From an optimization exercise on the open Yosys and OpenROAD flow, aimed at small area, a short achievable clock period and few clock cycles per item; shortcuts taken in it are not production practice.
Only the layout flow was run in this run; the RTL was not checked for function there.

--- flow/flow/run.sh ---
#!/bin/bash
# The standard layout (standard.sh) with two changes:
#  - the ports get plain buf_2 buffers instead of the delay cells buffer_ports
#    picks by default (every port still gets its buffer);
#  - after the standard synthesis, flow/polopt.py chooses the polarity of each
#    full-adder cell (a full adder is self-dual) so that fewer inverters are
#    needed between adder cells, and rebuilds a half adder from plain gates
#    (xnor2, nand2) where its outputs are wanted inverted. Registers and their
#    names are untouched.
# Each tool's output goes to its own log file in this folder.
set -euo pipefail
export BUFFER_PORTS_ARGS="-buffer_cell sky130_fd_sc_hd__buf_2"
RES="$PWD/orfs/results/sky130hd/main/base"
bash standard.sh "$RES/1_2_yosys.v" > synth.log 2>&1
python3 flow/polopt.py "$RES/1_2_yosys.v" "$RES/1_2_yosys_pol.v" > polopt.log 2>&1
mv "$RES/1_2_yosys_pol.v" "$RES/1_2_yosys.v"
bash standard.sh > standard_flow.log 2>&1
--- flow/flow/polopt.py ---
#!/usr/bin/env python3
"""Full-adder polarity pass for a Yosys gate netlist (one flat module).

A full adder is self-dual: FA(~a,~b,~c) = (~sum, ~cout). Yosys's adder
extraction leaves inverters between adder cells; this pass chooses, for each
sky130 fa cell, whether to use it in inverted form so that as few inverters as
possible are needed, then rebuilds the inverters (one per signal and polarity).
The logic function of every net that is a port or a register input is unchanged.

usage: polopt.py IN.v OUT.v
"""
import re, sys
from collections import defaultdict

src = open(sys.argv[1]).read()
m = re.search(r'module\s+(\w+)\s*\((.*?)\);(.*)endmodule', src, re.S)
top, portlist, body = m.group(1), m.group(2), m.group(3)

# statements: declarations and cell instances
cell_re = re.compile(r'\s*(sky130_fd_sc_hd__\w+)\s+(\S+)\s*\((.*?)\);', re.S)
decl_re = re.compile(r'\s*(input|output|inout|wire)\b[^;]*;', re.S)
pin_re = re.compile(r'\.(\w+)\(\s*([^()]*?)\s*\)')

stmts = []
pos = 0
decls = []
cells = []
for mm in re.finditer(r'[^;]*;', body, re.S):
    st = mm.group(0)
    if decl_re.fullmatch(st):
        decls.append(st.strip())
    else:
        cm = cell_re.fullmatch(st)
        if not cm:
            if st.strip():
                raise SystemExit("unparsed statement: " + st.strip()[:200])
            continue
        pins = dict(pin_re.findall(cm.group(3)))
        cells.append([cm.group(1), cm.group(2), pins])

OUTPINS = {'X', 'Y', 'Q', 'Q_N', 'SUM', 'COUT', 'HI', 'LO'}
def is_inv(t):
    return re.match(r'sky130_fd_sc_hd__(clk)?inv_\d+$', t) is not None
def is_fa(t):
    return re.match(r'sky130_fd_sc_hd__fa_\d+$', t) is not None

outputs = set()
for d in decls:
    if d.startswith('output'):
        mm = re.match(r'output\s*(\[(\d+):(\d+)\])?\s*(\w+)\s*;', d)
        if mm.group(1):
            hi, lo = int(mm.group(2)), int(mm.group(3))
            for i in range(min(hi, lo), max(hi, lo) + 1):
                outputs.add(f"{mm.group(4)}[{i}]")
        else:
            outputs.add(mm.group(4))

# driver map
drv = {}
for c in cells:
    for p, n in c[2].items():
        if p in OUTPINS:
            drv[n] = c
inv_of = {}   # inverter output net -> input net
for c in cells:
    if is_inv(c[0]):
        inv_of[c[2]['Y']] = c[2]['A']

def root(n):
    """(root net, polarity): n == root ^ pol"""
    pol = 0
    while n in inv_of:
        n = inv_of[n]
        pol ^= 1
    return n, pol

# inverters that drive an output port stay as they are (their net names are fixed)
keep_inv = set()
for c in cells:
    if is_inv(c[0]) and c[2]['Y'] in outputs:
        keep_inv.add(c[1])

fas = [c for c in cells if is_fa(c[0])]
fa_of_out = {}
for c in fas:
    fa_of_out[c[2]['SUM']] = c
    fa_of_out[c[2]['COUT']] = c

# consumers: every input pin of a non-inverter cell (and kept inverters), wanting (root, pol)
cons = []   # [cell, pin, root, pol]
for c in cells:
    if is_inv(c[0]) and c[1] not in keep_inv:
        continue
    for p, n in c[2].items():
        if p in OUTPINS or n == '':
            continue
        r, q = root(n)
        cons.append([c, p, r, q])
cons_by_root = defaultdict(list)
for k in cons:
    cons_by_root[k[2]].append(k)

flip = {c[1]: 0 for c in fas}
def is_const(r):
    return r in ("1'h0", "1'h1", "1'b0", "1'b1")

def phys_pol(r):
    c = fa_of_out.get(r)
    return flip[c[1]] if c is not None else 0

def need(k):
    """polarity (relative to the root's function) this consumer needs"""
    c = k[0]
    return k[3] ^ (flip[c[1]] if is_fa(c[0]) else 0)

def root_cost(r):
    if is_const(r):
        return 0
    pp = phys_pol(r)
    return 1 if any(need(k) != pp for k in cons_by_root[r]) else 0

def local_roots(c):
    rs = set()
    for p in ('A', 'B', 'CIN'):
        rs.add(root(c[2][p])[0])
    rs.add(c[2]['SUM']); rs.add(c[2]['COUT'])
    return rs

total0 = sum(root_cost(r) for r in cons_by_root)
improved = True
rounds = 0
while improved and rounds < 50:
    improved = False
    rounds += 1
    for c in fas:
        rs = local_roots(c)
        before = sum(root_cost(r) for r in rs)
        flip[c[1]] ^= 1
        after = sum(root_cost(r) for r in rs)
        if after < before:
            improved = True
        else:
            flip[c[1]] ^= 1
total1 = sum(root_cost(r) for r in cons_by_root)
ninv0 = sum(1 for c in cells if is_inv(c[0]))
sys.stderr.write(f"polopt: {ninv0} inverters before; signals needing an inverter {total0} -> {total1}; "
                 f"{sum(flip.values())} of {len(fas)} adders flipped\n")

# half adders whose outputs are wanted inverted: build them from plain gates
# (xnor2 / nand2 give the inverted sum / carry directly), when that is smaller
def is_ha(t):
    return re.match(r'sky130_fd_sc_hd__ha_\d+$', t) is not None
ha_remap = {}   # HA cell name -> {'SUM': set(pols), 'COUT': set(pols)}
for c in cells:
    if not is_ha(c[0]):
        continue
    needs = {}
    for p in ('SUM', 'COUT'):
        r = c[2].get(p, '')
        needs[p] = {need(k) for k in cons_by_root.get(r, [])} if r else set()
    # area: ha 12.5, inv 3.75, xor2/xnor2 8.76, and2 6.26, nand2 3.75
    keep = 12.51 + 3.75 * (1 in needs['SUM']) + 3.75 * (1 in needs['COUT'])
    if len(needs['SUM']) > 1 or len(needs['COUT']) > 1:
        continue
    gates = 0.0
    gates += 8.76 if needs['SUM'] else 0.0
    gates += (3.75 if needs['COUT'] == {1} else 6.26) if needs['COUT'] else 0.0
    if gates < keep:
        ha_remap[c[1]] = needs

# rebuild
new_cells = []
inv_net = {}
newwires = []
def inverted(r):
    if r in ("1'h0", "1'b0"):
        return "1'h1"
    if r in ("1'h1", "1'b1"):
        return "1'h0"
    if r not in inv_net:
        nm = f"_polinv{len(inv_net)}_"
        inv_net[r] = nm
        newwires.append(nm)
        new_cells.append(['sky130_fd_sc_hd__inv_1', f"_polinv_cell{len(inv_net)}_", {'A': r, 'Y': nm}])
    return inv_net[r]

gate_out = {}   # (root net, polarity) -> replacement net driven by a plain gate
pending = []    # plain gates replacing half adders; built once the adders' inputs are rewired
for c in cells:
    if is_inv(c[0]) and c[1] not in keep_inv:
        continue
    if c[1] in ha_remap:
        needs = ha_remap[c[1]]
        for p, pols in needs.items():
            if not pols:
                continue
            pol = next(iter(pols))
            nm = f"_polg{len(gate_out)}_"
            newwires.append(nm)
            gate_out[(c[2][p], pol)] = nm
            pending.append((c, p, pol, nm, len(gate_out)))
        continue
    new_cells.append(c)
for k in cons:
    c, p, r, q = k
    want = need(k)
    if (r, want) in gate_out:
        c[2][p] = gate_out[(r, want)]
    else:
        c[2][p] = r if want == phys_pol(r) else inverted(r)
for c, p, pol, nm, i in pending:
    a, b = c[2]['A'], c[2]['B']
    if p == 'SUM':
        t = 'sky130_fd_sc_hd__xnor2_1' if pol else 'sky130_fd_sc_hd__xor2_1'
    else:
        t = 'sky130_fd_sc_hd__nand2_1' if pol else 'sky130_fd_sc_hd__and2_1'
    new_cells.append([t, f"_polg_cell{i}_", {'A': a, 'B': b, ('Y' if pol else 'X'): nm}])
# a flipped adder keeps its output nets: they now carry the inverted function, which
# phys_pol accounts for; every consumer was rewired above.

out = [f"module {top}({portlist});"]
out += ["  " + d for d in decls]
out += [f"  wire {w};" for w in newwires]
for t, nm, pins in new_cells:
    pl = ",\n".join(f"    .{p}({n}{' ' if n.startswith(chr(92)) else ''})" for p, n in pins.items())
    out.append(f"  {t} {nm} (\n{pl}\n  );")
out.append("endmodule")
open(sys.argv[2], 'w').write("\n".join(out) + "\n")
--- flow/standard.sh ---
#!/bin/bash
# synth_recipe.tcl (not shown) runs the flow's synth.tcl, then flattens the netlist and writes it again
# the make line also repeats each setting of config.mk as NAME=value (left out here)
make -C /OpenROAD-flow-scripts/flow DESIGN_CONFIG=/design/flow/config.mk WORK_HOME=/design/flow/orfs CLKGATE_MAP_FILE= SYNTH_SCRIPT=/design/flow/synth_recipe.tcl "${@:-finish}"
--- flow/config.mk ---
export PLATFORM = sky130hd
export DESIGN_NAME = main
export DESIGN_NICKNAME = main
export VERILOG_FILES = /design/flow/design.v
export SDC_FILE = /design/flow/constraint.sdc
export NUM_CORES = 4
export LEC_CHECK = 0
export ABC_AREA = 1
export CAP_MARGIN = 20
export CORE_MARGIN = 2
export CORE_UTILIZATION = 40
export SETUP_SLACK_MARGIN = 3.0
export SLEW_MARGIN = 20
--- flow/constraint.sdc ---
create_clock -name core_clock -period 13.0 [get_ports {clk}]
set_input_delay 2.6000 -clock core_clock [delete_from_list [all_inputs] [get_ports {clk}]]
set_output_delay 2.6000 -clock core_clock [all_outputs]
set_load 0.01 [all_outputs]
--- flow/design.v ---
module bmul (
    input wire [13:0] a,
    input wire [15:0] b,
    input wire neg,
    output wire [15:0] p
);
    wire [16:0] be = {b, 1'b0};
    wire [14:0] ae = {a[13], a};
    wire n0 = be[2] ^ neg;
    wire o0 = be[1] ^ be[0];
    wire t0 = (be[2] & ~be[1] & ~be[0]) | (~be[2] & be[1] & be[0]);
    wire p0_0 = (o0 & ae[0]) ^ n0;
    wire p0_1 = ((o0 & ae[1]) | (t0 & ae[0])) ^ n0;
    wire p0_2 = ((o0 & ae[2]) | (t0 & ae[1])) ^ n0;
    wire p0_3 = ((o0 & ae[3]) | (t0 & ae[2])) ^ n0;
    wire p0_4 = ((o0 & ae[4]) | (t0 & ae[3])) ^ n0;
    wire p0_5 = ((o0 & ae[5]) | (t0 & ae[4])) ^ n0;
    wire p0_6 = ((o0 & ae[6]) | (t0 & ae[5])) ^ n0;
    wire p0_7 = ((o0 & ae[7]) | (t0 & ae[6])) ^ n0;
    wire p0_8 = ((o0 & ae[8]) | (t0 & ae[7])) ^ n0;
    wire p0_9 = ((o0 & ae[9]) | (t0 & ae[8])) ^ n0;
    wire p0_10 = ((o0 & ae[10]) | (t0 & ae[9])) ^ n0;
    wire p0_11 = ((o0 & ae[11]) | (t0 & ae[10])) ^ n0;
    wire p0_12 = ((o0 & ae[12]) | (t0 & ae[11])) ^ n0;
    wire p0_13 = ((o0 & ae[13]) | (t0 & ae[12])) ^ n0;
    wire p0_14 = ~(((o0 & ae[14]) | (t0 & ae[13])) ^ n0);
    wire n1 = be[4] ^ neg;
    wire o1 = be[3] ^ be[2];
    wire t1 = (be[4] & ~be[3] & ~be[2]) | (~be[4] & be[3] & be[2]);
    wire p1_0 = (o1 & ae[0]) ^ n1;
    wire p1_1 = ((o1 & ae[1]) | (t1 & ae[0])) ^ n1;
    wire p1_2 = ((o1 & ae[2]) | (t1 & ae[1])) ^ n1;
    wire p1_3 = ((o1 & ae[3]) | (t1 & ae[2])) ^ n1;
    wire p1_4 = ((o1 & ae[4]) | (t1 & ae[3])) ^ n1;
    wire p1_5 = ((o1 & ae[5]) | (t1 & ae[4])) ^ n1;
    wire p1_6 = ((o1 & ae[6]) | (t1 & ae[5])) ^ n1;
    wire p1_7 = ((o1 & ae[7]) | (t1 & ae[6])) ^ n1;
    wire p1_8 = ((o1 & ae[8]) | (t1 & ae[7])) ^ n1;
    wire p1_9 = ((o1 & ae[9]) | (t1 & ae[8])) ^ n1;
    wire p1_10 = ((o1 & ae[10]) | (t1 & ae[9])) ^ n1;
    wire p1_11 = ((o1 & ae[11]) | (t1 & ae[10])) ^ n1;
    wire p1_12 = ((o1 & ae[12]) | (t1 & ae[11])) ^ n1;
    wire p1_13 = ((o1 & ae[13]) | (t1 & ae[12])) ^ n1;
    wire p1_14 = ~(((o1 & ae[14]) | (t1 & ae[13])) ^ n1);
    wire n2 = be[6] ^ neg;
    wire o2 = be[5] ^ be[4];
    wire t2 = (be[6] & ~be[5] & ~be[4]) | (~be[6] & be[5] & be[4]);
    wire p2_0 = (o2 & ae[0]) ^ n2;
    wire p2_1 = ((o2 & ae[1]) | (t2 & ae[0])) ^ n2;
    wire p2_2 = ((o2 & ae[2]) | (t2 & ae[1])) ^ n2;
    wire p2_3 = ((o2 & ae[3]) | (t2 & ae[2])) ^ n2;
    wire p2_4 = ((o2 & ae[4]) | (t2 & ae[3])) ^ n2;
    wire p2_5 = ((o2 & ae[5]) | (t2 & ae[4])) ^ n2;
    wire p2_6 = ((o2 & ae[6]) | (t2 & ae[5])) ^ n2;
    wire p2_7 = ((o2 & ae[7]) | (t2 & ae[6])) ^ n2;
    wire p2_8 = ((o2 & ae[8]) | (t2 & ae[7])) ^ n2;
    wire p2_9 = ((o2 & ae[9]) | (t2 & ae[8])) ^ n2;
    wire p2_10 = ((o2 & ae[10]) | (t2 & ae[9])) ^ n2;
    wire p2_11 = ((o2 & ae[11]) | (t2 & ae[10])) ^ n2;
    wire p2_12 = ((o2 & ae[12]) | (t2 & ae[11])) ^ n2;
    wire p2_13 = ((o2 & ae[13]) | (t2 & ae[12])) ^ n2;
    wire p2_14 = ~(((o2 & ae[14]) | (t2 & ae[13])) ^ n2);
    wire n3 = be[8] ^ neg;
    wire o3 = be[7] ^ be[6];
    wire t3 = (be[8] & ~be[7] & ~be[6]) | (~be[8] & be[7] & be[6]);
    wire p3_0 = (o3 & ae[0]) ^ n3;
    wire p3_1 = ((o3 & ae[1]) | (t3 & ae[0])) ^ n3;
    wire p3_2 = ((o3 & ae[2]) | (t3 & ae[1])) ^ n3;
    wire p3_3 = ((o3 & ae[3]) | (t3 & ae[2])) ^ n3;
    wire p3_4 = ((o3 & ae[4]) | (t3 & ae[3])) ^ n3;
    wire p3_5 = ((o3 & ae[5]) | (t3 & ae[4])) ^ n3;
    wire p3_6 = ((o3 & ae[6]) | (t3 & ae[5])) ^ n3;
    wire p3_7 = ((o3 & ae[7]) | (t3 & ae[6])) ^ n3;
    wire p3_8 = ((o3 & ae[8]) | (t3 & ae[7])) ^ n3;
    wire p3_9 = ((o3 & ae[9]) | (t3 & ae[8])) ^ n3;
    wire p3_10 = ((o3 & ae[10]) | (t3 & ae[9])) ^ n3;
    wire p3_11 = ((o3 & ae[11]) | (t3 & ae[10])) ^ n3;
    wire p3_12 = ((o3 & ae[12]) | (t3 & ae[11])) ^ n3;
    wire p3_13 = ((o3 & ae[13]) | (t3 & ae[12])) ^ n3;
    wire p3_14 = ~(((o3 & ae[14]) | (t3 & ae[13])) ^ n3);
    wire n4 = be[10] ^ neg;
    wire o4 = be[9] ^ be[8];
    wire t4 = (be[10] & ~be[9] & ~be[8]) | (~be[10] & be[9] & be[8]);
    wire p4_0 = (o4 & ae[0]) ^ n4;
    wire p4_1 = ((o4 & ae[1]) | (t4 & ae[0])) ^ n4;
    wire p4_2 = ((o4 & ae[2]) | (t4 & ae[1])) ^ n4;
    wire p4_3 = ((o4 & ae[3]) | (t4 & ae[2])) ^ n4;
    wire p4_4 = ((o4 & ae[4]) | (t4 & ae[3])) ^ n4;
    wire p4_5 = ((o4 & ae[5]) | (t4 & ae[4])) ^ n4;
    wire p4_6 = ((o4 & ae[6]) | (t4 & ae[5])) ^ n4;
    wire p4_7 = ((o4 & ae[7]) | (t4 & ae[6])) ^ n4;
    wire p4_8 = ((o4 & ae[8]) | (t4 & ae[7])) ^ n4;
    wire p4_9 = ((o4 & ae[9]) | (t4 & ae[8])) ^ n4;
    wire p4_10 = ((o4 & ae[10]) | (t4 & ae[9])) ^ n4;
    wire p4_11 = ((o4 & ae[11]) | (t4 & ae[10])) ^ n4;
    wire p4_12 = ((o4 & ae[12]) | (t4 & ae[11])) ^ n4;
    wire p4_13 = ((o4 & ae[13]) | (t4 & ae[12])) ^ n4;
    wire p4_14 = ~(((o4 & ae[14]) | (t4 & ae[13])) ^ n4);
    wire n5 = be[12] ^ neg;
    wire o5 = be[11] ^ be[10];
    wire t5 = (be[12] & ~be[11] & ~be[10]) | (~be[12] & be[11] & be[10]);
    wire p5_0 = (o5 & ae[0]) ^ n5;
    wire p5_1 = ((o5 & ae[1]) | (t5 & ae[0])) ^ n5;
    wire p5_2 = ((o5 & ae[2]) | (t5 & ae[1])) ^ n5;
    wire p5_3 = ((o5 & ae[3]) | (t5 & ae[2])) ^ n5;
    wire p5_4 = ((o5 & ae[4]) | (t5 & ae[3])) ^ n5;
    wire p5_5 = ((o5 & ae[5]) | (t5 & ae[4])) ^ n5;
    wire p5_6 = ((o5 & ae[6]) | (t5 & ae[5])) ^ n5;
    wire p5_7 = ((o5 & ae[7]) | (t5 & ae[6])) ^ n5;
    wire p5_8 = ((o5 & ae[8]) | (t5 & ae[7])) ^ n5;
    wire p5_9 = ((o5 & ae[9]) | (t5 & ae[8])) ^ n5;
    wire p5_10 = ((o5 & ae[10]) | (t5 & ae[9])) ^ n5;
    wire p5_11 = ((o5 & ae[11]) | (t5 & ae[10])) ^ n5;
    wire p5_12 = ((o5 & ae[12]) | (t5 & ae[11])) ^ n5;
    wire p5_13 = ((o5 & ae[13]) | (t5 & ae[12])) ^ n5;
    wire p5_14 = ~(((o5 & ae[14]) | (t5 & ae[13])) ^ n5);
    wire n6 = be[14] ^ neg;
    wire o6 = be[13] ^ be[12];
    wire t6 = (be[14] & ~be[13] & ~be[12]) | (~be[14] & be[13] & be[12]);
    wire p6_0 = (o6 & ae[0]) ^ n6;
    wire p6_1 = ((o6 & ae[1]) | (t6 & ae[0])) ^ n6;
    wire p6_2 = ((o6 & ae[2]) | (t6 & ae[1])) ^ n6;
    wire p6_3 = ((o6 & ae[3]) | (t6 & ae[2])) ^ n6;
    wire p6_4 = ((o6 & ae[4]) | (t6 & ae[3])) ^ n6;
    wire p6_5 = ((o6 & ae[5]) | (t6 & ae[4])) ^ n6;
    wire p6_6 = ((o6 & ae[6]) | (t6 & ae[5])) ^ n6;
    wire p6_7 = ((o6 & ae[7]) | (t6 & ae[6])) ^ n6;
    wire p6_8 = ((o6 & ae[8]) | (t6 & ae[7])) ^ n6;
    wire p6_9 = ((o6 & ae[9]) | (t6 & ae[8])) ^ n6;
    wire p6_10 = ((o6 & ae[10]) | (t6 & ae[9])) ^ n6;
    wire p6_11 = ((o6 & ae[11]) | (t6 & ae[10])) ^ n6;
    wire p6_12 = ((o6 & ae[12]) | (t6 & ae[11])) ^ n6;
    wire p6_13 = ((o6 & ae[13]) | (t6 & ae[12])) ^ n6;
    wire p6_14 = ~(((o6 & ae[14]) | (t6 & ae[13])) ^ n6);
    wire n7 = be[16] ^ neg;
    wire o7 = be[15] ^ be[14];
    wire t7 = (be[16] & ~be[15] & ~be[14]) | (~be[16] & be[15] & be[14]);
    wire p7_0 = (o7 & ae[0]) ^ n7;
    wire p7_1 = ((o7 & ae[1]) | (t7 & ae[0])) ^ n7;
    wire p7_2 = ((o7 & ae[2]) | (t7 & ae[1])) ^ n7;
    wire p7_3 = ((o7 & ae[3]) | (t7 & ae[2])) ^ n7;
    wire p7_4 = ((o7 & ae[4]) | (t7 & ae[3])) ^ n7;
    wire p7_5 = ((o7 & ae[5]) | (t7 & ae[4])) ^ n7;
    wire p7_6 = ((o7 & ae[6]) | (t7 & ae[5])) ^ n7;
    wire p7_7 = ((o7 & ae[7]) | (t7 & ae[6])) ^ n7;
    wire p7_8 = ((o7 & ae[8]) | (t7 & ae[7])) ^ n7;
    wire p7_9 = ((o7 & ae[9]) | (t7 & ae[8])) ^ n7;
    wire p7_10 = ((o7 & ae[10]) | (t7 & ae[9])) ^ n7;
    wire p7_11 = ((o7 & ae[11]) | (t7 & ae[10])) ^ n7;
    wire p7_12 = ((o7 & ae[12]) | (t7 & ae[11])) ^ n7;
    wire w1 = 1'b1 ^ n7;
    wire w2 = 1'b1 & n7;
    wire w3 = n5 ^ p0_10;
    wire w4 = n5 & p0_10;
    wire w5 = p0_11 ^ p1_9;
    wire w6 = p0_11 & p1_9;
    wire w7 = n6 ^ p0_12 ^ p1_10;
    wire w8 = (n6 & p0_12) | (n6 & p1_10) | (p0_12 & p1_10);
    wire w9 = p2_8 ^ p3_6;
    wire w10 = p2_8 & p3_6;
    wire w11 = p0_13 ^ p1_11 ^ p2_9;
    wire w12 = (p0_13 & p1_11) | (p0_13 & p2_9) | (p1_11 & p2_9);
    wire w13 = p3_7 ^ p4_5;
    wire w14 = p3_7 & p4_5;
    wire w15 = w1 ^ p0_14 ^ p1_12;
    wire w16 = (w1 & p0_14) | (w1 & p1_12) | (p0_14 & p1_12);
    wire w17 = p2_10 ^ p3_8 ^ p4_6;
    wire w18 = (p2_10 & p3_8) | (p2_10 & p4_6) | (p3_8 & p4_6);
    wire w19 = p5_4 ^ p6_2;
    wire w20 = p5_4 & p6_2;
    wire w21 = 1'b1 ^ w2 ^ p1_13;
    wire w22 = (1'b1 & w2) | (1'b1 & p1_13) | (w2 & p1_13);
    wire w23 = p2_11 ^ p3_9 ^ p4_7;
    wire w24 = (p2_11 & p3_9) | (p2_11 & p4_7) | (p3_9 & p4_7);
    wire w25 = p5_5 ^ p6_3 ^ p7_1;
    wire w26 = (p5_5 & p6_3) | (p5_5 & p7_1) | (p6_3 & p7_1);
    wire w27 = p1_14 ^ p2_12 ^ p3_10;
    wire w28 = (p1_14 & p2_12) | (p1_14 & p3_10) | (p2_12 & p3_10);
    wire w29 = p4_8 ^ p5_6 ^ p6_4;
    wire w30 = (p4_8 & p5_6) | (p4_8 & p6_4) | (p5_6 & p6_4);
    wire w31 = 1'b1 ^ p2_13 ^ p3_11;
    wire w32 = (1'b1 & p2_13) | (1'b1 & p3_11) | (p2_13 & p3_11);
    wire w33 = p4_9 ^ p5_7;
    wire w34 = p4_9 & p5_7;
    wire w35 = p2_14 ^ p3_12 ^ p4_10;
    wire w36 = (p2_14 & p3_12) | (p2_14 & p4_10) | (p3_12 & p4_10);
    wire w37 = 1'b1 ^ p3_13;
    wire w38 = 1'b1 & p3_13;
    wire w39 = n3 ^ p0_6;
    wire w40 = n3 & p0_6;
    wire w41 = p0_7 ^ p1_5;
    wire w42 = p0_7 & p1_5;
    wire w43 = n4 ^ p0_8 ^ p1_6;
    wire w44 = (n4 & p0_8) | (n4 & p1_6) | (p0_8 & p1_6);
    wire w45 = p2_4 ^ p3_2;
    wire w46 = p2_4 & p3_2;
    wire w47 = p0_9 ^ p1_7 ^ p2_5;
    wire w48 = (p0_9 & p1_7) | (p0_9 & p2_5) | (p1_7 & p2_5);
    wire w49 = p3_3 ^ p4_1;
    wire w50 = p3_3 & p4_1;
    wire w51 = p1_8 ^ p2_6 ^ p3_4;
    wire w52 = (p1_8 & p2_6) | (p1_8 & p3_4) | (p2_6 & p3_4);
    wire w53 = p4_2 ^ p5_0 ^ w3;
    wire w54 = (p4_2 & p5_0) | (p4_2 & w3) | (p5_0 & w3);
    wire w55 = p2_7 ^ p3_5 ^ p4_3;
    wire w56 = (p2_7 & p3_5) | (p2_7 & p4_3) | (p3_5 & p4_3);
    wire w57 = p5_1 ^ w4 ^ w5;
    wire w58 = (p5_1 & w4) | (p5_1 & w5) | (w4 & w5);
    wire w59 = p4_4 ^ p5_2 ^ p6_0;
    wire w60 = (p4_4 & p5_2) | (p4_4 & p6_0) | (p5_2 & p6_0);
    wire w61 = w6 ^ w9 ^ w7;
    wire w62 = (w6 & w9) | (w6 & w7) | (w9 & w7);
    wire w63 = p5_3 ^ p6_1 ^ w10;
    wire w64 = (p5_3 & p6_1) | (p5_3 & w10) | (p6_1 & w10);
    wire w65 = w13 ^ w8 ^ w11;
    wire w66 = (w13 & w8) | (w13 & w11) | (w8 & w11);
    wire w67 = p7_0 ^ w14 ^ w19;
    wire w68 = (p7_0 & w14) | (p7_0 & w19) | (w14 & w19);
    wire w69 = w12 ^ w15 ^ w17;
    wire w70 = (w12 & w15) | (w12 & w17) | (w15 & w17);
    wire w71 = w20 ^ w16 ^ w18;
    wire w72 = (w20 & w16) | (w20 & w18) | (w16 & w18);
    wire w73 = w21 ^ w23 ^ w25;
    wire w74 = (w21 & w23) | (w21 & w25) | (w23 & w25);
    wire w75 = p7_2 ^ w22 ^ w24;
    wire w76 = (p7_2 & w22) | (p7_2 & w24) | (w22 & w24);
    wire w77 = w26 ^ w27 ^ w29;
    wire w78 = (w26 & w27) | (w26 & w29) | (w27 & w29);
    wire w79 = p6_5 ^ p7_3 ^ w33;
    wire w80 = (p6_5 & p7_3) | (p6_5 & w33) | (p7_3 & w33);
    wire w81 = w28 ^ w30 ^ w31;
    wire w82 = (w28 & w30) | (w28 & w31) | (w30 & w31);
    wire w83 = p5_8 ^ p6_6 ^ p7_4;
    wire w84 = (p5_8 & p6_6) | (p5_8 & p7_4) | (p6_6 & p7_4);
    wire w85 = w34 ^ w32 ^ w35;
    wire w86 = (w34 & w32) | (w34 & w35) | (w32 & w35);
    wire w87 = p4_11 ^ p5_9 ^ p6_7;
    wire w88 = (p4_11 & p5_9) | (p4_11 & p6_7) | (p5_9 & p6_7);
    wire w89 = p7_5 ^ w37 ^ w36;
    wire w90 = (p7_5 & w37) | (p7_5 & w36) | (w37 & w36);
    wire w91 = p3_14 ^ p4_12 ^ p5_10;
    wire w92 = (p3_14 & p4_12) | (p3_14 & p5_10) | (p4_12 & p5_10);
    wire w93 = p6_8 ^ p7_6 ^ w38;
    wire w94 = (p6_8 & p7_6) | (p6_8 & w38) | (p7_6 & w38);
    wire w95 = 1'b1 ^ p4_13 ^ p5_11;
    wire w96 = (1'b1 & p4_13) | (1'b1 & p5_11) | (p4_13 & p5_11);
    wire w97 = p6_9 ^ p7_7;
    wire w98 = p6_9 & p7_7;
    wire w99 = p4_14 ^ p5_12 ^ p6_10;
    wire w100 = (p4_14 & p5_12) | (p4_14 & p6_10) | (p5_12 & p6_10);
    wire w101 = 1'b1 ^ p5_13;
    wire w102 = 1'b1 & p5_13;
    wire w103 = n2 ^ p0_4;
    wire w104 = n2 & p0_4;
    wire w105 = p0_5 ^ p1_3;
    wire w106 = p0_5 & p1_3;
    wire w107 = p1_4 ^ p2_2 ^ p3_0;
    wire w108 = (p1_4 & p2_2) | (p1_4 & p3_0) | (p2_2 & p3_0);
    wire w109 = p2_3 ^ p3_1 ^ w40;
    wire w110 = (p2_3 & p3_1) | (p2_3 & w40) | (p3_1 & w40);
    wire w111 = p4_0 ^ w42 ^ w45;
    wire w112 = (p4_0 & w42) | (p4_0 & w45) | (w42 & w45);
    wire w113 = w46 ^ w49 ^ w44;
    wire w114 = (w46 & w49) | (w46 & w44) | (w49 & w44);
    wire w115 = w50 ^ w48 ^ w51;
    wire w116 = (w50 & w48) | (w50 & w51) | (w48 & w51);
    wire w117 = w52 ^ w55 ^ w54;
    wire w118 = (w52 & w55) | (w52 & w54) | (w55 & w54);
    wire w119 = w56 ^ w59 ^ w58;
    wire w120 = (w56 & w59) | (w56 & w58) | (w59 & w58);
    wire w121 = w60 ^ w63 ^ w62;
    wire w122 = (w60 & w63) | (w60 & w62) | (w63 & w62);
    wire w123 = w64 ^ w67 ^ w66;
    wire w124 = (w64 & w67) | (w64 & w66) | (w67 & w66);
    wire w125 = w68 ^ w70 ^ w71;
    wire w126 = (w68 & w70) | (w68 & w71) | (w70 & w71);
    wire w127 = w72 ^ w74 ^ w75;
    wire w128 = (w72 & w74) | (w72 & w75) | (w74 & w75);
    wire w129 = w79 ^ w76 ^ w78;
    wire w130 = (w79 & w76) | (w79 & w78) | (w76 & w78);
    wire w131 = w83 ^ w80 ^ w82;
    wire w132 = (w83 & w80) | (w83 & w82) | (w80 & w82);
    wire w133 = w84 ^ w87 ^ w86;
    wire w134 = (w84 & w87) | (w84 & w86) | (w87 & w86);
    wire w135 = w88 ^ w91 ^ w93;
    wire w136 = (w88 & w91) | (w88 & w93) | (w91 & w93);
    wire w137 = w97 ^ w92 ^ w95;
    wire w138 = (w97 & w92) | (w97 & w95) | (w92 & w95);
    wire w139 = p7_8 ^ w98 ^ w96;
    wire w140 = (p7_8 & w98) | (p7_8 & w96) | (w98 & w96);
    wire w141 = p6_11 ^ p7_9 ^ w101;
    wire w142 = (p6_11 & p7_9) | (p6_11 & w101) | (p7_9 & w101);
    wire w143 = p5_14 ^ p6_12 ^ p7_10;
    wire w144 = (p5_14 & p6_12) | (p5_14 & p7_10) | (p6_12 & p7_10);
    wire w145 = 1'b1 ^ p6_13;
    wire w146 = 1'b1 & p6_13;
    wire w147 = n1 ^ p0_2;
    wire w148 = n1 & p0_2;
    wire w149 = p0_3 ^ p1_1;
    wire w150 = p0_3 & p1_1;
    wire w151 = p1_2 ^ p2_0 ^ w103;
    wire w152 = (p1_2 & p2_0) | (p1_2 & w103) | (p2_0 & w103);
    wire w153 = p2_1 ^ w104 ^ w105;
    wire w154 = (p2_1 & w104) | (p2_1 & w105) | (w104 & w105);
    wire w155 = w106 ^ w39 ^ w107;
    wire w156 = (w106 & w39) | (w106 & w107) | (w39 & w107);
    wire w157 = w41 ^ w108 ^ w109;
    wire w158 = (w41 & w108) | (w41 & w109) | (w108 & w109);
    wire w159 = w43 ^ w110 ^ w111;
    wire w160 = (w43 & w110) | (w43 & w111) | (w110 & w111);
    wire w161 = w47 ^ w112 ^ w113;
    wire w162 = (w47 & w112) | (w47 & w113) | (w112 & w113);
    wire w163 = w53 ^ w114 ^ w115;
    wire w164 = (w53 & w114) | (w53 & w115) | (w114 & w115);
    wire w165 = w57 ^ w116 ^ w117;
    wire w166 = (w57 & w116) | (w57 & w117) | (w116 & w117);
    wire w167 = w61 ^ w118 ^ w119;
    wire w168 = (w61 & w118) | (w61 & w119) | (w118 & w119);
    wire w169 = w65 ^ w120 ^ w121;
    wire w170 = (w65 & w120) | (w65 & w121) | (w120 & w121);
    wire w171 = w69 ^ w122 ^ w123;
    wire w172 = (w69 & w122) | (w69 & w123) | (w122 & w123);
    wire w173 = w73 ^ w124 ^ w125;
    wire w174 = (w73 & w124) | (w73 & w125) | (w124 & w125);
    wire w175 = w77 ^ w126 ^ w127;
    wire w176 = (w77 & w126) | (w77 & w127) | (w126 & w127);
    wire w177 = w81 ^ w128 ^ w129;
    wire w178 = (w81 & w128) | (w81 & w129) | (w128 & w129);
    wire w179 = w85 ^ w130 ^ w131;
    wire w180 = (w85 & w130) | (w85 & w131) | (w130 & w131);
    wire w181 = w89 ^ w132 ^ w133;
    wire w182 = (w89 & w132) | (w89 & w133) | (w132 & w133);
    wire w183 = w90 ^ w135 ^ w134;
    wire w184 = (w90 & w135) | (w90 & w134) | (w135 & w134);
    wire w185 = w94 ^ w137 ^ w136;
    wire w186 = (w94 & w137) | (w94 & w136) | (w137 & w136);
    wire w187 = w99 ^ w138 ^ w139;
    wire w188 = (w99 & w138) | (w99 & w139) | (w138 & w139);
    wire w189 = w100 ^ w141 ^ w140;
    wire w190 = (w100 & w141) | (w100 & w140) | (w141 & w140);
    wire w191 = w102 ^ w143 ^ w142;
    wire w192 = (w102 & w143) | (w102 & w142) | (w143 & w142);
    wire w193 = p7_11 ^ w145 ^ w144;
    wire w194 = (p7_11 & w145) | (p7_11 & w144) | (w145 & w144);
    wire w195 = p6_14 ^ p7_12 ^ w146;
    wire w196 = (p6_14 & p7_12) | (p6_14 & w146) | (p7_12 & w146);
    wire [26:0] sx = {w194, w192, w190, w188, w186, w184, w182, w180, w178, w176, w174, w172, w170, w168, w166, w164, w162, w160, w158, w156, w154, w152, w150, w148, w147, p0_1, n0};
    wire [26:0] sy = {w195, w193, w191, w189, w187, w185, w183, w181, w179, w177, w175, w173, w171, w169, w167, w165, w163, w161, w159, w157, w155, w153, w151, w149, p1_0, 1'b0, p0_0};
    wire [26:0] sum = sx + sy;
    assign p = sum[26:11];
endmodule
module pre85 (
    input wire [14:0] X2,
    output wire [9:0] u1
);
    wire w1 = X2[0] ^ X2[2];
    wire w2 = X2[0] & X2[2];
    wire w3 = X2[1] ^ X2[3];
    wire w4 = X2[1] & X2[3];
    wire w5 = X2[2] ^ X2[4];
    wire w6 = X2[2] & X2[4];
    wire w7 = X2[3] ^ X2[5];
    wire w8 = X2[3] & X2[5];
    wire w9 = X2[4] ^ X2[6];
    wire w10 = X2[4] & X2[6];
    wire w11 = X2[5] ^ X2[7];
    wire w12 = X2[5] & X2[7];
    wire w13 = X2[6] ^ X2[8];
    wire w14 = X2[6] & X2[8];
    wire w15 = X2[7] ^ X2[9];
    wire w16 = X2[7] & X2[9];
    wire w17 = X2[8] ^ X2[10];
    wire w18 = X2[8] & X2[10];
    wire w19 = X2[0] ^ X2[2];
    wire w20 = X2[0] & X2[2];
    wire w21 = X2[1] ^ X2[3];
    wire w22 = X2[1] & X2[3];
    wire w23 = X2[4] ^ X2[6] ^ X2[0];
    wire w24 = (X2[4] & X2[6]) | (X2[4] & X2[0]) | (X2[6] & X2[0]);
    wire w25 = X2[5] ^ X2[7] ^ w2;
    wire w26 = (X2[5] & X2[7]) | (X2[5] & w2) | (X2[7] & w2);
    wire w27 = X2[6] ^ X2[8] ^ w4;
    wire w28 = (X2[6] & X2[8]) | (X2[6] & w4) | (X2[8] & w4);
    wire w29 = X2[7] ^ X2[9] ^ w6;
    wire w30 = (X2[7] & X2[9]) | (X2[7] & w6) | (X2[9] & w6);
    wire w31 = X2[8] ^ X2[10] ^ w8;
    wire w32 = (X2[8] & X2[10]) | (X2[8] & w8) | (X2[10] & w8);
    wire w33 = X2[9] ^ X2[11] ^ w10;
    wire w34 = (X2[9] & X2[11]) | (X2[9] & w10) | (X2[11] & w10);
    wire w35 = X2[10] ^ X2[12] ^ w12;
    wire w36 = (X2[10] & X2[12]) | (X2[10] & w12) | (X2[12] & w12);
    wire w37 = X2[11] ^ X2[13] ^ w14;
    wire w38 = (X2[11] & X2[13]) | (X2[11] & w14) | (X2[13] & w14);
    wire w39 = X2[12] ^ X2[14] ^ w16;
    wire w40 = (X2[12] & X2[14]) | (X2[12] & w16) | (X2[14] & w16);
    wire w41 = X2[9] ^ X2[11] ^ X2[13];
    wire w42 = (X2[9] & X2[11]) | (X2[9] & X2[13]) | (X2[11] & X2[13]);
    wire w43 = X2[10] ^ X2[12];
    wire w44 = X2[10] & X2[12];
    wire w45 = X2[0] ^ X2[2];
    wire w46 = X2[0] & X2[2];
    wire w47 = X2[1] ^ X2[3];
    wire w48 = X2[1] & X2[3];
    wire w49 = X2[4] ^ X2[0] ^ w19;
    wire w50 = (X2[4] & X2[0]) | (X2[4] & w19) | (X2[0] & w19);
    wire w51 = X2[5] ^ w20 ^ w21;
    wire w52 = (X2[5] & w20) | (X2[5] & w21) | (w20 & w21);
    wire w53 = w22 ^ w1 ^ w23;
    wire w54 = (w22 & w1) | (w22 & w23) | (w1 & w23);
    wire w55 = w3 ^ w24 ^ w25;
    wire w56 = (w3 & w24) | (w3 & w25) | (w24 & w25);
    wire w57 = w5 ^ w26 ^ w27;
    wire w58 = (w5 & w26) | (w5 & w27) | (w26 & w27);
    wire w59 = w7 ^ w28 ^ w29;
    wire w60 = (w7 & w28) | (w7 & w29) | (w28 & w29);
    wire w61 = w9 ^ w30 ^ w31;
    wire w62 = (w9 & w30) | (w9 & w31) | (w30 & w31);
    wire w63 = w11 ^ w32 ^ w33;
    wire w64 = (w11 & w32) | (w11 & w33) | (w32 & w33);
    wire w65 = w13 ^ w34 ^ w35;
    wire w66 = (w13 & w34) | (w13 & w35) | (w34 & w35);
    wire w67 = w15 ^ w36 ^ w37;
    wire w68 = (w15 & w36) | (w15 & w37) | (w36 & w37);
    wire w69 = w17 ^ w38 ^ w39;
    wire w70 = (w17 & w38) | (w17 & w39) | (w38 & w39);
    wire w71 = w18 ^ w41 ^ w40;
    wire w72 = (w18 & w41) | (w18 & w40) | (w41 & w40);
    wire w73 = X2[14] ^ w43 ^ w42;
    wire w74 = (X2[14] & w43) | (X2[14] & w42) | (w43 & w42);
    wire w75 = X2[11] ^ X2[13] ^ w44;
    wire w76 = (X2[11] & X2[13]) | (X2[11] & w44) | (X2[13] & w44);
    wire w77 = X2[12] ^ X2[14];
    wire w78 = X2[12] & X2[14];
    wire w79 = X2[0] & X2[0];
    wire w80 = X2[0] ^ X2[0];
    wire w81 = w45 & X2[0];
    wire w82 = w45 ^ X2[0];
    wire w83 = w46 & w47;
    wire w84 = w46 ^ w47;
    wire w85 = w48 & w49;
    wire w86 = w48 ^ w49;
    wire w87 = w50 & w51;
    wire w88 = w50 ^ w51;
    wire w89 = w52 & w53;
    wire w90 = w52 ^ w53;
    wire w91 = w54 & w55;
    wire w92 = w54 ^ w55;
    wire w93 = w56 & w57;
    wire w94 = w56 ^ w57;
    wire w95 = w58 & w59;
    wire w96 = w58 ^ w59;
    wire w97 = w60 & w61;
    wire w98 = w60 ^ w61;
    wire w99 = w62 & w63;
    wire w100 = w62 ^ w63;
    wire w101 = w64 & w65;
    wire w102 = w64 ^ w65;
    wire w103 = w66 & w67;
    wire w104 = w66 ^ w67;
    wire w105 = w68 & w69;
    wire w106 = w68 ^ w69;
    wire w107 = w70 & w71;
    wire w108 = w70 ^ w71;
    wire w109 = w72 & w73;
    wire w110 = w72 ^ w73;
    wire w111 = w74 & w75;
    wire w112 = w74 ^ w75;
    wire w113 = w76 & w77;
    wire w114 = w76 ^ w77;
    wire w115 = w78 & X2[13];
    wire w116 = w78 ^ X2[13];
    wire w117 = X2[1] & w79;
    wire w118 = w83 | (w84 & w81);
    wire w119 = w84 & w82;
    wire w120 = w87 | (w88 & w85);
    wire w121 = w88 & w86;
    wire w122 = w91 | (w92 & w89);
    wire w123 = w92 & w90;
    wire w124 = w95 | (w96 & w93);
    wire w125 = w96 & w94;
    wire w126 = w99 | (w100 & w97);
    wire w127 = w100 & w98;
    wire w128 = w103 | (w104 & w101);
    wire w129 = w104 & w102;
    wire w130 = w107 | (w108 & w105);
    wire w131 = w108 & w106;
    wire w132 = w111 | (w112 & w109);
    wire w133 = w112 & w110;
    wire w134 = w115 | (w116 & w113);
    wire w135 = w116 & w114;
    wire w136 = w81 | (w82 & w117);
    wire w137 = w118 | (w119 & w117);
    wire w138 = w89 | (w90 & w120);
    wire w139 = w90 & w121;
    wire w140 = w122 | (w123 & w120);
    wire w141 = w123 & w121;
    wire w142 = w97 | (w98 & w124);
    wire w143 = w98 & w125;
    wire w144 = w126 | (w127 & w124);
    wire w145 = w127 & w125;
    wire w146 = w105 | (w106 & w128);
    wire w147 = w106 & w129;
    wire w148 = w130 | (w131 & w128);
    wire w149 = w131 & w129;
    wire w150 = w113 | (w114 & w132);
    wire w151 = w114 & w133;
    wire w152 = w134 | (w135 & w132);
    wire w153 = w135 & w133;
    wire w154 = w85 | (w86 & w137);
    wire w155 = w120 | (w121 & w137);
    wire w156 = w138 | (w139 & w137);
    wire w157 = w140 | (w141 & w137);
    wire w158 = w101 | (w102 & w144);
    wire w159 = w102 & w145;
    wire w160 = w128 | (w129 & w144);
    wire w161 = w129 & w145;
    wire w162 = w146 | (w147 & w144);
    wire w163 = w147 & w145;
    wire w164 = w148 | (w149 & w144);
    wire w165 = w149 & w145;
    wire w166 = X2[14] & w152;
    wire w167 = X2[14] & w153;
    wire w168 = w93 | (w94 & w157);
    wire w169 = w124 | (w125 & w157);
    wire w170 = w142 | (w143 & w157);
    wire w171 = w144 | (w145 & w157);
    wire w172 = w158 | (w159 & w157);
    wire w173 = w160 | (w161 & w157);
    wire w174 = w162 | (w163 & w157);
    wire w175 = w164 | (w165 & w157);
    wire w176 = w109 | (w110 & w175);
    wire w177 = w132 | (w133 & w175);
    wire w178 = w150 | (w151 & w175);
    wire w179 = w152 | (w153 & w175);
    wire w180 = w166 | (w167 & w175);
    wire w181 = w100 ^ w170;
    wire w182 = w102 ^ w171;
    wire w183 = w104 ^ w172;
    wire w184 = w106 ^ w173;
    wire w185 = w108 ^ w174;
    wire w186 = w110 ^ w175;
    wire w187 = w112 ^ w176;
    wire w188 = w114 ^ w177;
    wire w189 = w116 ^ w178;
    wire w190 = X2[14] ^ w179;
    assign u1 = {w190, w189, w188, w187, w186, w185, w184, w183, w182, w181};
endmodule
module pre2 (
    input wire [13:0] T,
    input wire s,
    output wire [8:0] q
);
    wire [13:0] Tn = T ^ {14{~s}};
    wire sx = ~s & Tn[13];
    wire m3 = ~s & Tn[0];
    wire m4 = s ? T[0] : Tn[1];
    wire m5 = s ? T[1] : Tn[2];
    wire m6 = s ? T[2] : Tn[3];
    wire m7 = s ? T[3] : Tn[4];
    wire m8 = s ? T[4] : Tn[5];
    wire m9 = s ? T[5] : Tn[6];
    wire m10 = s ? T[6] : Tn[7];
    wire m11 = s ? T[7] : Tn[8];
    wire m12 = s ? T[8] : Tn[9];
    wire m13 = s ? T[9] : Tn[10];
    wire m14 = s ? T[10] : Tn[11];
    wire m15 = s ? T[11] : Tn[12];
    wire m16 = s ? T[12] : Tn[13];
    wire m17 = s ? T[13] : sx;
    wire w1 = s ^ ~s;
    wire w2 = s & ~s;
    wire w3 = s ^ m4;
    wire w4 = s & m4;
    wire w5 = s ^ m5;
    wire w6 = s & m5;
    wire w7 = s ^ m6;
    wire w8 = s & m6;
    wire w9 = s ^ m7;
    wire w10 = s & m7;
    wire w11 = s ^ m8;
    wire w12 = s & m8;
    wire w13 = s ^ ~s;
    wire w14 = s & ~s;
    wire w15 = s ^ Tn[1];
    wire w16 = s & Tn[1];
    wire w17 = s ^ Tn[2];
    wire w18 = s & Tn[2];
    wire w19 = m3 ^ Tn[3] ^ w1;
    wire w20 = (m3 & Tn[3]) | (m3 & w1) | (Tn[3] & w1);
    wire w21 = Tn[4] ^ w2 ^ w3;
    wire w22 = (Tn[4] & w2) | (Tn[4] & w3) | (w2 & w3);
    wire w23 = Tn[5] ^ w4 ^ w5;
    wire w24 = (Tn[5] & w4) | (Tn[5] & w5) | (w4 & w5);
    wire w25 = Tn[6] ^ w6 ^ w7;
    wire w26 = (Tn[6] & w6) | (Tn[6] & w7) | (w6 & w7);
    wire w27 = Tn[7] ^ w8 ^ w9;
    wire w28 = (Tn[7] & w8) | (Tn[7] & w9) | (w8 & w9);
    wire w29 = Tn[8] ^ w10 ^ w11;
    wire w30 = (Tn[8] & w10) | (Tn[8] & w11) | (w10 & w11);
    wire w31 = m9 ^ Tn[9] ^ w12;
    wire w32 = (m9 & Tn[9]) | (m9 & w12) | (Tn[9] & w12);
    wire w33 = m10 ^ Tn[10];
    wire w34 = m10 & Tn[10];
    wire w35 = m11 ^ Tn[11];
    wire w36 = m11 & Tn[11];
    wire w37 = m12 ^ Tn[12];
    wire w38 = m12 & Tn[12];
    wire w39 = m13 ^ Tn[13];
    wire w40 = m13 & Tn[13];
    wire w41 = m14 ^ sx;
    wire w42 = m14 & sx;
    wire w43 = m15 ^ sx;
    wire w44 = m15 & sx;
    wire w45 = m16 ^ sx;
    wire w46 = m16 & sx;
    wire w47 = m17 ^ sx;
    wire w48 = m17 & sx;
    wire w49 = w13 & Tn[0];
    wire w50 = w13 ^ Tn[0];
    wire w51 = w14 & w15;
    wire w52 = w14 ^ w15;
    wire w53 = w16 & w17;
    wire w54 = w16 ^ w17;
    wire w55 = w18 & w19;
    wire w56 = w18 ^ w19;
    wire w57 = w20 & w21;
    wire w58 = w20 ^ w21;
    wire w59 = w22 & w23;
    wire w60 = w22 ^ w23;
    wire w61 = w24 & w25;
    wire w62 = w24 ^ w25;
    wire w63 = w26 & w27;
    wire w64 = w26 ^ w27;
    wire w65 = w28 & w29;
    wire w66 = w28 ^ w29;
    wire w67 = w30 & w31;
    wire w68 = w30 ^ w31;
    wire w69 = w32 & w33;
    wire w70 = w32 ^ w33;
    wire w71 = w34 & w35;
    wire w72 = w34 ^ w35;
    wire w73 = w36 & w37;
    wire w74 = w36 ^ w37;
    wire w75 = w38 & w39;
    wire w76 = w38 ^ w39;
    wire w77 = w40 & w41;
    wire w78 = w40 ^ w41;
    wire w79 = w42 & w43;
    wire w80 = w42 ^ w43;
    wire w81 = w44 & w45;
    wire w82 = w44 ^ w45;
    wire w83 = w46 & w47;
    wire w84 = w46 ^ w47;
    wire w85 = w51 | (w52 & w49);
    wire w86 = w55 | (w56 & w53);
    wire w87 = w56 & w54;
    wire w88 = w59 | (w60 & w57);
    wire w89 = w60 & w58;
    wire w90 = w63 | (w64 & w61);
    wire w91 = w64 & w62;
    wire w92 = w67 | (w68 & w65);
    wire w93 = w68 & w66;
    wire w94 = w71 | (w72 & w69);
    wire w95 = w72 & w70;
    wire w96 = w75 | (w76 & w73);
    wire w97 = w76 & w74;
    wire w98 = w79 | (w80 & w77);
    wire w99 = w80 & w78;
    wire w100 = w83 | (w84 & w81);
    wire w101 = w84 & w82;
    wire w102 = w53 | (w54 & w85);
    wire w103 = w86 | (w87 & w85);
    wire w104 = w61 | (w62 & w88);
    wire w105 = w62 & w89;
    wire w106 = w90 | (w91 & w88);
    wire w107 = w91 & w89;
    wire w108 = w69 | (w70 & w92);
    wire w109 = w70 & w93;
    wire w110 = w94 | (w95 & w92);
    wire w111 = w95 & w93;
    wire w112 = w77 | (w78 & w96);
    wire w113 = w78 & w97;
    wire w114 = w98 | (w99 & w96);
    wire w115 = w99 & w97;
    wire w116 = w57 | (w58 & w103);
    wire w117 = w88 | (w89 & w103);
    wire w118 = w104 | (w105 & w103);
    wire w119 = w106 | (w107 & w103);
    wire w120 = w73 | (w74 & w110);
    wire w121 = w74 & w111;
    wire w122 = w96 | (w97 & w110);
    wire w123 = w97 & w111;
    wire w124 = w112 | (w113 & w110);
    wire w125 = w113 & w111;
    wire w126 = w114 | (w115 & w110);
    wire w127 = w115 & w111;
    wire w128 = w65 | (w66 & w119);
    wire w129 = w92 | (w93 & w119);
    wire w130 = w108 | (w109 & w119);
    wire w131 = w110 | (w111 & w119);
    wire w132 = w120 | (w121 & w119);
    wire w133 = w122 | (w123 & w119);
    wire w134 = w124 | (w125 & w119);
    wire w135 = w126 | (w127 & w119);
    wire w136 = w81 | (w82 & w135);
    wire w137 = w100 | (w101 & w135);
    wire w138 = w68 ^ w128;
    wire w139 = w70 ^ w129;
    wire w140 = w72 ^ w130;
    wire w141 = w74 ^ w131;
    wire w142 = w76 ^ w132;
    wire w143 = w78 ^ w133;
    wire w144 = w80 ^ w134;
    wire w145 = w82 ^ w135;
    wire w146 = w84 ^ w136;
    assign q = {w146, w145, w144, w143, w142, w141, w140, w139, w138};
endmodule
module main (
    input wire [15:0] v, x,
    input wire clk, reset, start,
    output wire done,
    output wire [15:0] final_result
);
    reg [5:0] p;
    reg done_r;
    reg [14:0] X2;
    reg [13:0] T;
    reg [15:0] F;
    wire [9:0] u1;
    pre85 p85 (.X2(X2), .u1(u1));
    wire [8:0] a23;
    pre2 p23 (.T(T), .s(p[2]), .q(a23));
    wire [8:0] t9 = T[8:0];
    wire k1 = (t9 != 9'd0), k2 = (t9 >= 9'd90), k3 = (t9 >= 9'd179);
    wire k4 = (t9 >= 9'd268), k5 = (t9 >= 9'd357), k6 = (t9 >= 9'd446);
    wire [2:0] a4 = {k4, (k2 & ~k4) | k6, (k1 & ~k2) | (k3 & ~k4) | (k5 & ~k6)};
    wire [13:0] ra = p[1] ? 14'd2048 : F[13:0];
    wire [13:0] rb = p[1] ? {1'b1, ~X2[14:1]} : T;
    wire [14:0] rc;
    wire [13:0] acc_n;
    assign rc[0] = p[1] & ~X2[0];
    genvar i;
    generate
        for (i = 0; i < 14; i = i + 1) begin : rip
            assign acc_n[i] = ra[i] ^ rb[i] ^ rc[i];
            assign rc[i+1] = (ra[i] & rb[i]) | (ra[i] & rc[i]) | (rb[i] & rc[i]);
        end
    endgenerate
    wire [13:0] accf = F[13:0] + T;
    wire [13:0] A = ({14{p[0]}} & x[13:0]) | ({14{p[1]}} & {4'b0, u1}) |
                    ({14{p[2] | p[3]}} & {5'b0, a23}) | ({14{p[4]}} & {11'b0, a4}) |
                    ({14{p[5]}} & accf);
    wire [15:0] B = ({16{p[0]}} & {{2{x[13]}}, x[13:0]}) | ({16{p[5]}} & v) |
                    ({16{~p[0] & ~p[5]}} & {1'b0, X2});
    wire [15:0] P;
    bmul mul (.a(A), .b(B), .neg(p[2] | p[4]), .p(P));
    always @(posedge clk) begin
        if (reset) begin
            p <= 6'b000001;
            done_r <= 1'b0;
        end else begin
            if (p[0]) begin
                if (start) begin p <= 6'b000010; done_r <= 1'b0; end
            end else begin
                p <= {p[4:0], p[5]};
                if (p[5]) done_r <= 1'b1;
            end
        end
    end
    always @(posedge clk) begin
        if (p[0]) X2 <= P[14:0];
        T <= P[13:0];
        if (p[5]) F <= P;
        else if (!p[0]) F[13:0] <= acc_n;
    end
    assign done = done_r;
    assign final_result = F;
endmodule
==> run summary <==
[worst max path at each step]
| stage | end | cells past startpoint |
|---|---|---|
| after global routing | F[7] | 35 |
| after CTS | F[7] | 34 |
| after floorplan | F[7] | 41 |
| final | F[7] | 35 |
| after global placement | F[7] | 34 |
| after detailed placement | F[7] | 34 |
[registers in the layout, indices dropped and copies added (netlist names)]
| name | count |
|---|---|
| X2 | 15 |
| F | 16 |
| done_r | 1 |
| T | 14 |
| p | 6 |
[per-stage QoR]
stage	std cells	hold slack, ns	utilization
after floorplan	1695	0.471	-
after global placement	2107	0.439	0.425
after detailed placement	2107	0.439	0.425
after CTS	2115	0.450	0.430
after global routing	2115	0.461	0.430
final	2115	0.447	0.430
[per-layer routing]
layer | global-route usage | vias to the layer above | wire [µm]
li1 | - | 5526 | -
met1 | 0.362 | 5416 | 17800
met2 | 0.410 | 470 | 17400
met3 | 0.0479 | 67 | 3400
met4 | 0.0716 | 0 | 1130
met5 | 0 | - | 0
[cell type report]
| cell class | count | area (µm²) |
|---|---|---|
| fillers | 3086 | 16800 |
| clock inverters | 2 | 13.8 |
| well taps | 390 | 488 |
| clock buffers | 6 | 129 |
| inverters | 205 | 769 |
| multi-input cells | 1400 | 9600 |
| flip-flops and latches | 52 | 1350 |
| repair buffers | 60 | 328 |
[worst max-delay path, delay by kind of cell, from the launching register on]
family | cells | cell delay [ns]
compound gates | 7 | 1.26
simple gates | 14 | 1.92
buf+inv | 5 | 0.94
flops | 1 | 1.03
fa+ha+maj | 8 | 3.33
xor+xnor | 1 | 0.22
[placed cells by master, fill, tap and decap left out, types with 2 or more instances in the layout]
| cell type | instances |
|---|---|
| nand4_1 | 6 |
| a21o_1 | 5 |
| a2111oi_0 | 2 |
| and2_1 | 17 |
| buf_2 | 49 |
| a21oi_1 | 78 |
| edfxtp_1 | 31 |
| xor2_2 | 4 |
| nor2_2 | 9 |
| o21ai_0 | 78 |
| nor3_1 | 16 |
| o21bai_1 | 2 |
| clkbuf_16 | 5 |
| o221ai_1 | 3 |
| nor4_1 | 3 |
| inv_1 | 205 |
| ha_1 | 99 |
| nand3_4 | 2 |
| nand3b_1 | 5 |
| fa_1 | 119 |
| dfxtp_1 | 20 |
| o2111ai_1 | 2 |
| a211oi_1 | 3 |
| a31oi_1 | 4 |
| xnor2_1 | 10 |
| nand3_1 | 96 |
| nand2_1 | 514 |
| o21ai_2 | 3 |
| nor2_1 | 98 |
| nand3_2 | 2 |
| xor2_1 | 99 |
| nand2_2 | 27 |
| buf_4 | 11 |
| a21oi_2 | 5 |
| o22ai_1 | 48 |
| or2_2 | 14 |
| o21ai_1 | 8 |
| o21a_1 | 8 |
==> results.cfg <==
[critical_path]
r2r_cells = 35
start_kind = flop
crit_start = p[2]
critPathArrivalTime_ns = 9.04
crit_type = flop to flop
crit-reg2reg-launch = p[2]
r2r_end = F[7]
ff2ff_setup_slack_ns = 4.00
crit_top_cell = nand2_1
cpPeakStageDelay_ns = 1.03
cp_slowest_cell = dfxtp_1
end_kind = flop
cp_max_fo = 27
required_ns = 13.04

[floorplanning]
die_area_um2 = 31300
dieWidth_um = 177
fp.coreArea_um2 = 29500
placement_rows = 63
io-pin-count = 52
start_util = 0.405
die_h_um = 177

[placed_design]
placedInstanceArea_um2 = 12500
dpl.hpwl_mm = 32.1
place_ws_ns = 4.01
portBuffers = 49
gp_congestion = 0.948

[logic_synthesis]
synth_warnings = 1
synth_area_per_cell_um2 = 7.05
syn_nets = 1948
postSynthCellCount = 1695
syn_area_um2 = 11900

[global_route]
grt_pass1_vias = 11100
grt_usage = 0.259
antenna_found_initial = 0
grt_pass1_wl_mm = 62.1
grt_max_degree = 54
grt_overflow = 0

[timing]
fin_setup_tns_ns = 0
rsz0062_at_grt = no
slew_headroom = 0.282
finalSetupViolCount = 0
fmax_mhz = 111
period_share = 0.693
final.setup_skew_ns = 0.00481
fin_ws_ns = 4.00
maxSlewViolCount = 0
finalHoldViolCount = 0
tightestPinTransition_ns = 1.07
min_period_ns = 9.00

[clocking]
cts_resized = 0
cts_tree = yes
cts_made_buffers = 5
cts_sinks = 52
cts-root-buf = clkbuf_16
path_clk_slew_ns = 0.07
cts_setup_buffers = 0
hold_buffers = 0
htree_levels = 2
worstSkewPairLatency_ns = 0.31
cts_buffer_depth = 2

[drt]
drt_iter0_markers = 1087
vias_per_cell = 5.43
wl_mm = 39.7
drt_first_pass_iters = 5
ant_nets = 0
wire_per_inst_um = 18.8
remaining_drc_errors = 0
vias = 11500

[layout]
final_cell_area_um2 = 12700
fin_nets = 1977
antenna_cells = 0
drive_gt1_frac = 0.0812
area_delta_synth_final_pct = 6.21

[worst_hold_path]
min_to = done_r
hp-start = done_r
min_path_cells = 2
holdCritPathClass = flop to flop

[run]
maxCapViolCount = 0

[outcome]
status = complete, no violations

==> port drivers added, routing unchanged <==
In the flow no input, the clock included, has a driving cell. The finished layout below was timed again as built, in two steps. Step 1 (the two cells are an assumption about what drives the block):
set clk [get_ports {clk}]
set_driving_cell -lib_cell sky130_fd_sc_hd__clkbuf_16 $clk
set_driving_cell -lib_cell sky130_fd_sc_hd__buf_2 [delete_from_list [all_inputs] $clk]
Step 2, shift: input delay + t, output delay - t, t = (earliest + latest rising clock arrival at the registers) / 2. This alone moves slack from input paths to output paths. Three values: ideal ports, drivers, drivers and shift; two values: the first two.
t (ns): 0.335
setup WS [ns]: 3.996 / 3.996 / 3.996
worst setup path after step 2: register to register
After both steps this run still meets setup and hold. The setup slack of this run moves by 0.000 ns with the drivers and by 0.000 ns with both steps.
